Source: an optimization exercise on an open RTL-to-GDS flow (aim: small area). Production flows keep margins and buffers that such runs may drop. In this exercise RTL edits were held to simulation tests only and were not proved equivalent to the original. No activity file was given, so power comes from the tool's default toggle rates.

// uart_top
module uart_top(
	input clk,
	input wire rst,
	input wire uart_rx,
	output wire uart_tx,
	output wire[3:0] led
    );
Size: ~670 cells after synthesis, roughly 450 flip-flops, ~8 I/O pins.
==> flow/config.mk <==
export PLATFORM = sky130hd
export DESIGN_NAME = uart_top
export DESIGN_NICKNAME = uart_top
export VERILOG_FILES = /design/flow/design.v
export SDC_FILE = /design/flow/constraint.sdc
export NUM_CORES = 4
export LEC_CHECK = 0
export CAP_MARGIN = 20
export CORE_MARGIN = 2
export CORE_UTILIZATION = 65
export PLACE_DENSITY = 0.8
export SLEW_MARGIN = 20
==> flow/constraint.sdc <==
create_clock -name core_clock -period 20.0 [get_ports {clk}]
set_input_delay 4.0000 -clock core_clock [delete_from_list [all_inputs] [get_ports {clk}]]
set_output_delay 4.0000 -clock core_clock [all_outputs]
set_load 0.01 [all_outputs]
standard.sh (not shown) runs the stock make flow with config.mk's settings and CLKGATE_MAP_FILE= SYNTH_SCRIPT=/design/flow/synth_recipe.tcl, a recipe that flattens the netlist after the stock synthesis.
==> flow/flow/run.sh <==
#!/bin/bash
# The standard layout (standard.sh) with these changes:
#  - synthesis is the standard synthesis script, with ABC mapping for area
#    (flow/abc_area.tcl, flow/abc.script); registers are mapped before ABC and
#    are unchanged;
#  - clock tree synthesis uses clkbuf_4 in small clusters and adds no dummy
#    loads;
#  - port buffers are buf_1.
# Each tool's log is under orfs/logs/; this script's own output goes to
# standard.log.
set -euo pipefail
{ head -n 1 synth_recipe.tcl; sed "s#@ABC_SCRIPT@#$PWD/flow/abc.script#" flow/abc_area.tcl; tail -n +2 synth_recipe.tcl; } > flow_synth.tcl
sed "s#SYNTH_SCRIPT=[^ ]*synth_recipe.tcl#SYNTH_SCRIPT=$PWD/flow_synth.tcl#" standard.sh > flow_standard.sh
grep -q "SYNTH_SCRIPT=$PWD/flow_synth.tcl" flow_standard.sh
export CTS_ARGS="-sink_clustering_enable -repair_clock_nets -dont_use_dummy_load -buf_list sky130_fd_sc_hd__clkbuf_4 -sink_clustering_size 13 -sink_clustering_max_diameter 40"
export BUFFER_PORTS_ARGS="-buffer_cell sky130_fd_sc_hd__buf_1"
bash flow_standard.sh > standard.log 2>&1
==> flow/flow/abc.script <==
strash
&get -n
&fraig -x
&put
scorr
dc2
strash
&get -n
&dch -f
&nf -R 1000
&put
topo
==> flow/flow/abc_area.tcl <==
# Map with an area-oriented ABC script (flow/abc.script, whose path run.sh
# puts in place of @ABC_SCRIPT@) instead of ORFS's delay-driven script and its
# -D target.
proc abc {args} {
  set out {}
  set skip 0
  foreach a $args {
    if {$skip} { set skip 0; continue }
    if {$a eq "-script" || $a eq "-D"} { set skip 1; continue }
    lappend out $a
  }
  yosys abc {*}$out -script @ABC_SCRIPT@
}
Edit:
==> flow/flow/run.sh (replaced) <==
#!/bin/bash
# The standard layout with two changes:
#  - synthesis is the standard synthesis script with ABC mapping for area
#    (flow/abc_area.tcl); registers are mapped before ABC and are unchanged;
#  - clock tree synthesis adds no dummy loads.
# Each tool's log is under orfs/logs/; this script's own output goes to
# standard.log.
set -euo pipefail
{ head -n 1 synth_recipe.tcl; cat flow/abc_area.tcl; tail -n +2 synth_recipe.tcl; } > flow_synth.tcl
sed "s#SYNTH_SCRIPT=[^ ]*synth_recipe.tcl#SYNTH_SCRIPT=$PWD/flow_synth.tcl#" standard.sh > flow_standard.sh
grep -q "SYNTH_SCRIPT=$PWD/flow_synth.tcl" flow_standard.sh
export CTS_ARGS="-sink_clustering_enable -repair_clock_nets -dont_use_dummy_load -buf_list sky130_fd_sc_hd__clkbuf_8 -sink_clustering_size 24 -sink_clustering_max_diameter 50"
bash flow_standard.sh > standard.log 2>&1
==> flow/flow/abc_area.tcl (replaced) <==
# Map with ABC's own default script for the library instead of ORFS's
# delay-driven script (and without its -D target), which trades area for depth.
proc abc {args} {
  set out {}
  set skip 0
  foreach a $args {
    if {$skip} { set skip 0; continue }
    if {$a eq "-script" || $a eq "-D"} { set skip 1; continue }
    lappend out $a
  }
  yosys abc {*}$out
}
- PLACE_DENSITY: 0.8 -> default
removed: flow/flow/abc.script
Sequential power stays flat.
Area after synthesis is higher by 1.3%.
Die area went up by 1.2%.
Edit:
--- a/flow/flow/run.sh
+++ b/flow/flow/run.sh
@@ -12 +12 @@
-export CTS_ARGS="-sink_clustering_enable -repair_clock_nets -dont_use_dummy_load -buf_list sky130_fd_sc_hd__clkbuf_8 -sink_clustering_size 24 -sink_clustering_max_diameter 50"
+export CTS_ARGS="-sink_clustering_enable -repair_clock_nets -dont_use_dummy_load -buf_list sky130_fd_sc_hd__clkbuf_4 -sink_clustering_size 12 -sink_clustering_max_diameter 40"
Result: The new run passed the timing, design-rule and antenna checks. Wire length went up by 2.5%. Global-route usage grows by 0.68 points. Final area drops by 0.39%. Die area does not change.

---

== run A ==
Starting RTL as in the previous note.
Settings: LEC_CHECK=0, CAP_MARGIN=20, CORE_MARGIN=2, CORE_UTILIZATION=65, SLEW_MARGIN=20; clock period 20.0 ns.
==> flow/flow/run.sh <==
#!/bin/bash
# The standard layout with two changes:
#  - synthesis is the standard synthesis script with ABC mapping for area
#    (flow/abc_area.tcl); registers are mapped before ABC and are unchanged;
#  - clock tree synthesis adds no dummy loads.
# Each tool's log is under orfs/logs/; this script's own output goes to
# standard.log.
set -euo pipefail
{ head -n 1 synth_recipe.tcl; cat flow/abc_area.tcl; tail -n +2 synth_recipe.tcl; } > flow_synth.tcl
sed "s#SYNTH_SCRIPT=[^ ]*synth_recipe.tcl#SYNTH_SCRIPT=$PWD/flow_synth.tcl#" standard.sh > flow_standard.sh
grep -q "SYNTH_SCRIPT=$PWD/flow_synth.tcl" flow_standard.sh
export CTS_ARGS="-sink_clustering_enable -repair_clock_nets -dont_use_dummy_load -buf_list sky130_fd_sc_hd__clkbuf_4 -sink_clustering_size 13 -sink_clustering_max_diameter 40"
export BUFFER_PORTS_ARGS="-buffer_cell sky130_fd_sc_hd__buf_1"
bash flow_standard.sh > standard.log 2>&1
==> flow/flow/abc_area.tcl <==
# Map with ABC's own default script for the library instead of ORFS's
# delay-driven script (and without its -D target), which trades area for depth.
proc abc {args} {
  set out {}
  set skip 0
  foreach a $args {
    if {$skip} { set skip 0; continue }
    if {$a eq "-script" || $a eq "-D"} { set skip 1; continue }
    lappend out $a
  }
  yosys abc {*}$out
}
Relative to run A, the following input files were edited for run B:
==> flow/flow/run.sh <==
#!/bin/bash
# The standard layout (standard.sh) with these changes:
#  - synthesis is the standard synthesis script, with ABC mapping for area
#    (flow/abc_area.tcl, flow/abc.script); registers are mapped before ABC and
#    are unchanged;
#  - clock tree synthesis uses clkbuf_4 in small clusters and adds no dummy
#    loads;
#  - port buffers are buf_1.
# Each tool's log is under orfs/logs/; this script's own output goes to
# standard.log.
set -euo pipefail
{ head -n 1 synth_recipe.tcl; sed "s#@ABC_SCRIPT@#$PWD/flow/abc.script#" flow/abc_area.tcl; tail -n +2 synth_recipe.tcl; } > flow_synth.tcl
sed "s#SYNTH_SCRIPT=[^ ]*synth_recipe.tcl#SYNTH_SCRIPT=$PWD/flow_synth.tcl#" standard.sh > flow_standard.sh
grep -q "SYNTH_SCRIPT=$PWD/flow_synth.tcl" flow_standard.sh
export CTS_ARGS="-sink_clustering_enable -repair_clock_nets -dont_use_dummy_load -buf_list sky130_fd_sc_hd__clkbuf_4 -sink_clustering_size 13 -sink_clustering_max_diameter 40"
export BUFFER_PORTS_ARGS="-buffer_cell sky130_fd_sc_hd__buf_1"
bash flow_standard.sh > standard.log 2>&1
==> flow/flow/abc.script (new file) <==
strash
&get -n
&fraig -x
&put
scorr
dc2
strash
&get -n
&dch -f
&nf -R 1000
&put
topo
==> flow/flow/abc_area.tcl <==
# Map with an area-oriented ABC script (flow/abc.script, whose path run.sh
# puts in place of @ABC_SCRIPT@) instead of ORFS's delay-driven script and its
# -D target.
proc abc {args} {
  set out {}
  set skip 0
  foreach a $args {
    if {$skip} { set skip 0; continue }
    if {$a eq "-script" || $a eq "-D"} { set skip 1; continue }
    lappend out $a
  }
  yosys abc {*}$out -script @ABC_SCRIPT@
}
## What came out
Clock tree buffer count of the final layout (run B vs. run A) decreases by a few percent. Average cell area after synthesis of run A is on par with run B. | post-synthesis share of cell area spent on full adders, half adders and majority gates | run A vs run B | ≈ equal |. Run A -> run B: power consumption flat. Comparing arrival time at the worst endpoint for run B and run A, the smaller number came from run A. For power attributed to the clock group, run B and run A come out practically identical. Global-route usage (lower): run A. [run B vs run A] relative area change from synthesis to final layout: higher in run B.
For run C, these inputs were changed with respect to run B:
==> flow/flow/run.sh <==
#!/bin/bash
# The standard layout with two changes:
#  - synthesis is the standard synthesis script with ABC mapping for area
#    (flow/abc_area.tcl); registers are mapped before ABC and are unchanged;
#  - clock tree synthesis adds no dummy loads.
# Each tool's log is under orfs/logs/; this script's own output goes to
# standard.log.
set -euo pipefail
{ head -n 1 synth_recipe.tcl; cat flow/abc_area.tcl; tail -n +2 synth_recipe.tcl; } > flow_synth.tcl
sed "s#SYNTH_SCRIPT=[^ ]*synth_recipe.tcl#SYNTH_SCRIPT=$PWD/flow_synth.tcl#" standard.sh > flow_standard.sh
grep -q "SYNTH_SCRIPT=$PWD/flow_synth.tcl" flow_standard.sh
export CTS_ARGS="-sink_clustering_enable -repair_clock_nets -dont_use_dummy_load -buf_list {sky130_fd_sc_hd__clkbuf_4 sky130_fd_sc_hd__clkbuf_8} -root_buf sky130_fd_sc_hd__clkbuf_8 -sink_clustering_buffer sky130_fd_sc_hd__clkbuf_4 -sink_clustering_size 14 -sink_clustering_max_diameter 40"
export BUFFER_PORTS_ARGS="-buffer_cell sky130_fd_sc_hd__buf_1"
bash flow_standard.sh > standard.log 2>&1
==> flow/flow/abc_area.tcl <==
# Map with ABC's own default script for the library instead of ORFS's
# delay-driven script (and without its -D target), which trades area for depth.
proc abc {args} {
  set out {}
  set skip 0
  foreach a $args {
    if {$skip} { set skip 0; continue }
    if {$a eq "-script" || $a eq "-D"} { set skip 1; continue }
    lappend out $a
  }
  yosys abc {*}$out
}
removed: flow/flow/abc.script
Findings:
- Having completed the whole flow, run C delivered a layout that passed the timing, design-rule and antenna checks.
- Compared to run B, run C was floorplanned on a bigger die.
- The run with more routed wire is run B, not run C.
- Non-clock buffer total of the final layout was higher in run B than in run C.

---

uart_top, a different RTL version from the one above (not shown whole).
Size: about 800 cells after synthesis, about 11000 µm² of cells after synthesis.
Settings: LEC_CHECK=0, CAP_MARGIN=20, CORE_MARGIN=2, CORE_UTILIZATION=65, CTS_CLUSTER_DIAMETER=100, CTS_CLUSTER_SIZE=30, SLEW_MARGIN=20; clock period 20.0 ns.
run.sh (not shown) runs the stock make flow with config.mk's settings and CLKGATE_MAP_FILE= SYNTH_SCRIPT=/design/flow/synth_recipe.tcl, a recipe that flattens the netlist after the stock synthesis.
Stock flow here: none of the scripts above is used.
The baseline went through all stages and came out clean.
Change:
- CORE_UTILIZATION: 65 -> 40
- CTS_BUF_LIST: unset -> sky130_fd_sc_hd__clkbuf_4
- CTS_CLUSTER_DIAMETER: 100 -> unset
- CTS_CLUSTER_SIZE: 30 -> unset
Outcome:
- The new run finished clean
- non-clock buffer count does not change
- wire length shrinks by 9.5%
- setup slack is worse by 0.042 ns
- sequential share of layout area came out lower by 6.0 points
- clock skew hardly moves
- hold slack barely changes
Change:
- ABC_AREA: unset -> 1
- CORE_UTILIZATION: 40 -> 65
- CTS_BUF_LIST: sky130_fd_sc_hd__clkbuf_4 -> unset
- CTS_CLUSTER_DIAMETER: unset -> 100
- CTS_CLUSTER_SIZE: unset -> 30
After rerunning: The new run completed with no timing, DRC or antenna violations; cell area shrinks by about 6%; global-route usage grows by 9.0 points; wire length grows by about 20%.
Change:
- ABC_AREA: 1 -> unset
- CORE_UTILIZATION: 65 -> 40
- CTS_CLUSTER_DIAMETER: 100 -> unset
- CTS_CLUSTER_SIZE: 30 -> unset
Global-route usage decreases by 9.4 points.
Utilization fell by 24 points.
Setup slack loses 0.21 ns.
Cell area is higher by 6.7%.
Change:
- CTS_BUF_LIST: unset -> sky130_fd_sc_hd__clkbuf_2 sky130_fd_sc_hd__clkbuf_4 sky130_fd_sc_hd__clkbuf_8
- CTS_CLUSTER_SIZE: unset -> 30
Die area does not change. Sequential share of layout area drops by 0.66 points. Via count came out higher by a few percent. Worst setup slack loses 0.051 ns.

---

uart_top, a different RTL version from the one above (not shown whole).
Size: roughly 700 cells after synthesis, roughly 460 flip-flops, about 8 I/O pins, about 0.011 mm^2 of cells after synthesis.
## uart_top
module uart_top(
	input clk,
	input wire rst,
	input wire uart_rx,
	output wire uart_tx,
	output wire[3:0] led
    );
clock: 20.0 ns
lec_check: 0
cap_margin: 20
core_margin: 2
core_utilization: 65
cts_buf_list: sky130_fd_sc_hd__clkbuf_4
cts_cluster_diameter: 40
cts_cluster_size: 12
slew_margin: 20
Edit:
- CTS_BUF_LIST: sky130_fd_sc_hd__clkbuf_4 -> sky130_fd_sc_hd__clkbuf_8
- CTS_CLUSTER_DIAMETER: 40 -> 60
- CTS_CLUSTER_SIZE: 12 -> 20
=> Synthesized cell count is unchanged. Worst setup slack gains 0.090 ns. Utilization fell by 0.13 points. Cell area is about the same. Clock skew rose by 0.0070 ns. Clock-buffer cell count fell by 24. Register-to-register slack loses 0.03 ns. Total power stays flat. Non-clock buffer count does not change. Flip-flop and latch count is unchanged.
Edit:
==> flow/flow/run.sh (new file) <==
#!/bin/bash
# The standard layout with two changes:
#  - synthesis is the standard synthesis script with ABC mapping for area
#    (flow/abc_area.tcl); registers are mapped before ABC and are unchanged;
#  - clock tree synthesis adds no dummy loads.
# Each tool's log is under orfs/logs/; this script's own output goes to
# standard.log.
set -euo pipefail
{ head -n 1 synth_recipe.tcl; cat flow/abc_area.tcl; tail -n +2 synth_recipe.tcl; } > flow_synth.tcl
sed "s#SYNTH_SCRIPT=[^ ]*synth_recipe.tcl#SYNTH_SCRIPT=$PWD/flow_synth.tcl#" standard.sh > flow_standard.sh
grep -q "SYNTH_SCRIPT=$PWD/flow_synth.tcl" flow_standard.sh
export CTS_ARGS="-sink_clustering_enable -repair_clock_nets -dont_use_dummy_load -buf_list sky130_fd_sc_hd__clkbuf_8 -sink_clustering_size 20 -sink_clustering_max_diameter 60"
bash flow_standard.sh > standard.log 2>&1
==> flow/flow/abc_area.tcl (new file) <==
# Map with ABC's own default script for the library instead of ORFS's
# delay-driven script (and without its -D target), which trades area for depth.
proc abc {args} {
  set out {}
  set skip 0
  foreach a $args {
    if {$skip} { set skip 0; continue }
    if {$a eq "-script" || $a eq "-D"} { set skip 1; continue }
    lappend out $a
  }
  yosys abc {*}$out
}
==> flow/standard.sh (new file) <==
#!/bin/bash
# synth_recipe.tcl (not shown) runs the flow's synth.tcl, then flattens the netlist and writes it again
# the make line also repeats each setting of config.mk as NAME=value (left out here)
make -C /OpenROAD-flow-scripts/flow DESIGN_CONFIG=/design/flow/config.mk WORK_HOME=/design/flow/orfs CLKGATE_MAP_FILE= SYNTH_SCRIPT=/design/flow/synth_recipe.tcl "${@:-finish}"
removed: flow/run.sh
Outcome:
- The changed run completed with no timing, DRC or antenna violations
- sequential power stays flat
- synthesized cell count came out lower by about 0.7%
- hold slack got worse by 0.037 ns
- cell area goes down by 0.58%
- power goes down by 1.2%
- setup slack got worse by 0.0087 ns
- via count is lower by 0.49%
- area after synthesis goes down by 0.31%
- critical path depth does not change
- final cell count decreases by 0.84%
- routed wire length drops by about 2%
Edit:
==> flow/run.sh (new file) <==
#!/bin/bash
# synth_recipe.tcl (not shown) runs the flow's synth.tcl, then flattens the netlist and writes it again
# the make line also repeats each setting of config.mk as NAME=value (left out here)
make -C /OpenROAD-flow-scripts/flow DESIGN_CONFIG=/design/flow/config.mk WORK_HOME=/design/flow/orfs CLKGATE_MAP_FILE= SYNTH_SCRIPT=/design/flow/synth_recipe.tcl finish
- CTS_BUF_LIST: sky130_fd_sc_hd__clkbuf_8 -> unset
- CTS_CLUSTER_DIAMETER: 60 -> 100
- CTS_CLUSTER_SIZE: 20 -> 30
removed: flow/flow/run.sh
removed: flow/flow/abc_area.tcl
removed: flow/standard.sh
The new run completed with no timing, DRC or antenna violations; synthesized cell count came out higher by 0.72%; sequential power stays flat; synthesized area came out higher by about 0.3%.

==> separate check: timing with driven ports <==
No port has a modelled driver above. Below, the same layouts with a new extraction and two added sets of constraints. Step 1 (the two cells are an assumption about what drives the block):
set clk [get_ports {clk}]
set_driving_cell -lib_cell sky130_fd_sc_hd__clkbuf_16 $clk
set_driving_cell -lib_cell sky130_fd_sc_hd__buf_2 [delete_from_list [all_inputs] $clk]
Step 2, shift: input delay + t, output delay - t, t = (earliest + latest rising clock arrival at the registers) / 2. This alone moves slack from input paths to output paths. a / b / c = ideal ports / drivers / drivers and shift; a / b = the first two.
run | t (ns) | setup WS [ns] | worst data-port slew with drivers (ns) | pins driven straight from the clock port
the first run of note 1 | 0.641 | 14.039 / 14.007 / 14.648 | 0.03 | 1
the second run of note 1 | 0.582 | 13.782 / 13.746 / 14.327 | 0.03 | 1
the third run of note 1 | 0.653 | 13.694 / 13.656 / 14.309 | 0.03 | 1
run A | 0.647 | 14.035 / 13.998 / 14.645 | 0.03 | 1
run B | 0.647 | 13.980 / 13.946 / 14.592 | 0.04 | 1
run C | 0.544 | 14.140 / 14.103 / 14.647 | 0.03 | 1
the first run of note 3 | 0.559 | 13.475 / 13.430 / 13.989 | 0.04 | 1
the second run of note 3 | 0.705 | 13.433 / 13.396 / 14.101 | 0.03 | 1
the third run of note 3 | 0.560 | 13.807 / 13.762 / 13.798 | 0.03 | 1
the fourth run of note 3 | 0.571 | 13.593 / 13.549 / 14.120 | 0.03 | 1
the fifth run of note 3 | 0.601 | 13.542 / 13.500 / 14.102 | 0.03 | 1
the first run of note 4 | 0.661 | 13.635 / 13.599 / 14.259 | 0.03 | 1
the second run of note 4 | 0.601 | 13.726 / 13.689 / 14.290 | 0.03 | 1
the third run of note 4 | 0.579 | 13.717 / 13.678 / 14.257 | 0.03 | 1
the fourth run of note 4 | 0.544 | 13.753 / 13.711 / 14.256 | 0.03 | 1
After both steps setup and hold are still met in every run listed. For the third run of note 3, which loses most, drivers alone change the setup slack by -0.045 ns; drivers and shift together by -0.009 ns.
